Context: an optimization exercise on an open-source flow, tuned for small area, a short achievable clock period and few clock cycles. The choices shown serve that exercise and are no tape-out recipe. RTL that was checked went through simulation tests only; none was proved equivalent to the original. No activity file was given, so power comes from the tool's default toggle rates.

// FFT16_RTL
module FFT16_RTL (
    input             clk,
    input             reset,
    input             load_en,
    input      [31:0] serial_data_in,
    output reg [31:0] serial_data_out,
    output reg        data_out_valid,
    output reg        fft_done,
    output reg        fft_core_en
);
export LEC_CHECK = 0
export ABC_CLOCK_PERIOD_IN_PS = 3000
export CAP_MARGIN = 20
export CORE_MARGIN = 2
export CORE_UTILIZATION = 60
export SETUP_SLACK_MARGIN = 5
export SLEW_MARGIN = 30
create_clock -name core_clock -period 10.0 [get_ports {clk}]
run.sh (not shown) runs the stock make flow with config.mk's settings and CLKGATE_MAP_FILE= SYNTH_SCRIPT=/design/flow/synth_recipe.tcl, a recipe that flattens the netlist after the stock synthesis.
Change:
--- a/flow/design.v
+++ b/flow/design.v
@@ -272,26 +272,33 @@
     wire [15:0] s1r = ar_ ^ br_ ^ cr_;
     wire [15:0] m1r = (ar_ & br_) | (ar_ & cr_) | (br_ & cr_);
     wire [15:0] c1r = {m1r[14:0], k2r};
     wire [15:0] s1i = ai_ ^ bi_ ^ ci_;
     wire [15:0] m1i = (ai_ & bi_) | (ai_ & ci_) | (bi_ & ci_);
     wire [15:0] c1i = {m1i[14:0], kia};
     wire [15:0] m2r = (s1r & c1r) | (s1r & dr_) | (c1r & dr_);
     wire [15:0] m2i = (s1i & c1i) | (s1i & di_) | (c1i & di_);
-    wire [15:0] s2r = s1r ^ c1r ^ dr_;
-    wire [15:0] c2r = {m2r[14:0], k2r};
-    wire [15:0] s2i = s1i ^ c1i ^ di_;
-    wire [15:0] c2i = {m2i[14:0], kib};
+    reg [15:0] OSr, OCr, OSi, OCi;
+    reg        ov1, olast, ocin;
     always @(posedge clk) begin
-        if (oact) serial_data_out <= {s2r + c2r, s2i + c2i + {15'd0, kic}};
+        OSr <= s1r ^ c1r ^ dr_;
+        OCr <= {m2r[14:0], k2r};
+        OSi <= s1i ^ c1i ^ di_;
+        OCi <= {m2i[14:0], kib};
+        ocin <= kic;
+        olast <= olast_n & oact;
+        ov1 <= reset ? 1'b0 : oact;
+    end
+    always @(posedge clk) begin
+        if (ov1) serial_data_out <= {OSr + OCr, OSi + OCi + {15'd0, ocin}};
         if (reset) begin
             data_out_valid <= 1'b0;
             fft_done       <= 1'b0;
             fft_core_en    <= 1'b0;
         end else begin
-            data_out_valid <= oact;
-            fft_done       <= oact & olast_n;
+            data_out_valid <= ov1;
+            fft_done       <= ov1 & olast;
             if (load_en && idx == 4'd15) fft_core_en <= 1'b1;
-            else if (oact & olast_n)     fft_core_en <= 1'b0;
+            else if (ov1 & olast)        fft_core_en <= 1'b0;
         end
     end
 endmodule
- routed wire length climbs by a few percent
- cell area climbs by a few percent
- sequential power climbs by a little under a tenth
- critical path depth drops by 4
- maximum frequency climbs by a few percent
No run of this note included a check of the RTL's function; only the layout flow was run.

--- another note on this design; it stands on its own ---

==> flow/design.v (excerpt) <==
module FFT16_RTL (
    input             clk,
    input             reset,
    input             load_en,
    input      [31:0] serial_data_in,
    output reg [31:0] serial_data_out,
    output reg        data_out_valid,
    output reg        fft_done,
    output reg        fft_core_en
);
Size: about 5300 cells after synthesis, roughly 870 flip-flops, ~70 I/O pins, about 0.056 mm2 of cells after synthesis.
clock: 10.0 ns
lec_check: 0
cap_margin: 20
core_margin: 2
core_utilization: 60
cts_buf_list: sky130_fd_sc_hd__clkbuf_8
cts_cluster_diameter: 50
cts_cluster_size: 20
place_density: 0.72
setup_slack_margin: 5
slew_margin: 30
standard.sh (not shown) runs the stock make flow with config.mk's settings and CLKGATE_MAP_FILE= SYNTH_SCRIPT=/design/flow/synth_recipe.tcl, a recipe that flattens the netlist after the stock synthesis.
==> flow/flow/run.sh <==
#!/bin/bash
set -euo pipefail
bash standard.sh SETUP_SLACK_MARGIN=6.1 finish > standard.log 2>&1
Testbench counts at the start, summed over its fixed seeds: cycles 18,440.
Edit:
--- a/flow/config.mk
+++ b/flow/config.mk
@@ -10,7 +10,6 @@
 export CORE_UTILIZATION = 60
 export CTS_BUF_LIST = sky130_fd_sc_hd__clkbuf_8
-export CTS_CLUSTER_DIAMETER = 50
-export CTS_CLUSTER_SIZE = 20
-export PLACE_DENSITY = 0.72
+export CTS_CLUSTER_DIAMETER = 40
+export CTS_CLUSTER_SIZE = 16
 export SETUP_SLACK_MARGIN = 5
 export SLEW_MARGIN = 30
After rerunning:
- count of clock-buffer cells in the layout came out higher by 48
- clock power went up by about 24%
- area after synthesis stays the same
- register-to-register slack got worse by 0.02 ns
- final cell count rose by about 1%

---

FFT16_RTL again, from the RTL that the note above started with.
==> flow/config.mk <==
export PLATFORM = sky130hd
export DESIGN_NAME = FFT16_RTL
export DESIGN_NICKNAME = FFT16_RTL
export VERILOG_FILES = /design/flow/design.v
export SDC_FILE = /design/flow/constraint.sdc
export NUM_CORES = 8
export LEC_CHECK = 0
export CAP_MARGIN = 20
export CORE_MARGIN = 2
export CORE_UTILIZATION = 60
export CTS_BUF_LIST = sky130_fd_sc_hd__clkbuf_8
export CTS_CLUSTER_DIAMETER = 50
export CTS_CLUSTER_SIZE = 20
export SETUP_SLACK_MARGIN = 5
export SLEW_MARGIN = 30
==> flow/constraint.sdc <==
create_clock -name core_clock -period 10.0 [get_ports {clk}]
set_input_delay 2.0000 -clock core_clock [delete_from_list [all_inputs] [get_ports {clk}]]
set_output_delay 2.0000 -clock core_clock [all_outputs]
set_load 0.01 [all_outputs]
==> flow/flow/run.sh <==
#!/bin/bash
set -euo pipefail
bash standard.sh SETUP_SLACK_MARGIN=6.2 finish > standard.log 2>&1
Testbench counts at the start, summed over its fixed seeds: cycles 18,440.
==> next run, changes <==
==> flow/flow/run.sh (replaced) <==
#!/bin/bash
set -euo pipefail
bash standard.sh SETUP_SLACK_MARGIN=6.0 finish > standard.log 2>&1
Effect: The changed run ran to the end with no violations. Routed wire length goes down by 1.8%. Total power goes down by about 2%. Clock skew goes up by 0.018 ns. Die area is unchanged. Count of clock-buffer cells in the layout goes down by 2. Sequential power barely changes.

## what the ideal ports hide
In the flow no input, the clock included, has a driving cell. The finished layouts below were timed again as built, in two steps. Step 1 (the two cells are an assumption about what drives the block):
set clk [get_ports {clk}]
set_driving_cell -lib_cell sky130_fd_sc_hd__clkbuf_16 $clk
set_driving_cell -lib_cell sky130_fd_sc_hd__buf_2 [delete_from_list [all_inputs] $clk]
Step 2, shift: input delay + t, output delay - t, t = (earliest + latest rising clock arrival at the registers) / 2. This alone moves slack from input paths to output paths. a / b / c = no drivers / after step 1 / after step 2; a / b = the first two.
| run | t, ns | setup WS [ns] | hold slack, ns | worst slew at a driven data input, ns | pins driven straight from the clock port |
|---|---|---|---|---|---|
| the first run of note 1 | 0.731 | 5.216 / 5.216 / 5.216 | 0.383 / 0.383 / 0.383 | 0.05 | 1 |
| the second run of note 1 | 0.746 | 5.314 / 5.314 / 5.314 | 0.338 / 0.338 / 0.338 | 0.05 | 1 |
| the first run of note 2 | 0.815 | 6.129 / 6.151 / 5.352 | 0.337 / 0.337 / 0.337 | 0.04 | 1 |
| the second run of note 2 | 0.879 | 6.131 / 6.131 / 5.302 | 0.341 / 0.341 / 0.341 | 0.04 | 1 |
| the first run of note 3 | 0.829 | 6.176 / 6.176 / 5.400 | 0.341 / 0.341 / 0.341 | 0.04 | 1 |
| the second run of note 3 | 0.830 | 6.050 / 6.065 / 5.275 | 0.341 / 0.341 / 0.341 | 0.04 | 1 |
After both steps every run listed still meets setup and hold. For the second run of note 2, which loses most, drivers alone change the setup slack by 0.000 ns; drivers and shift together by -0.829 ns.
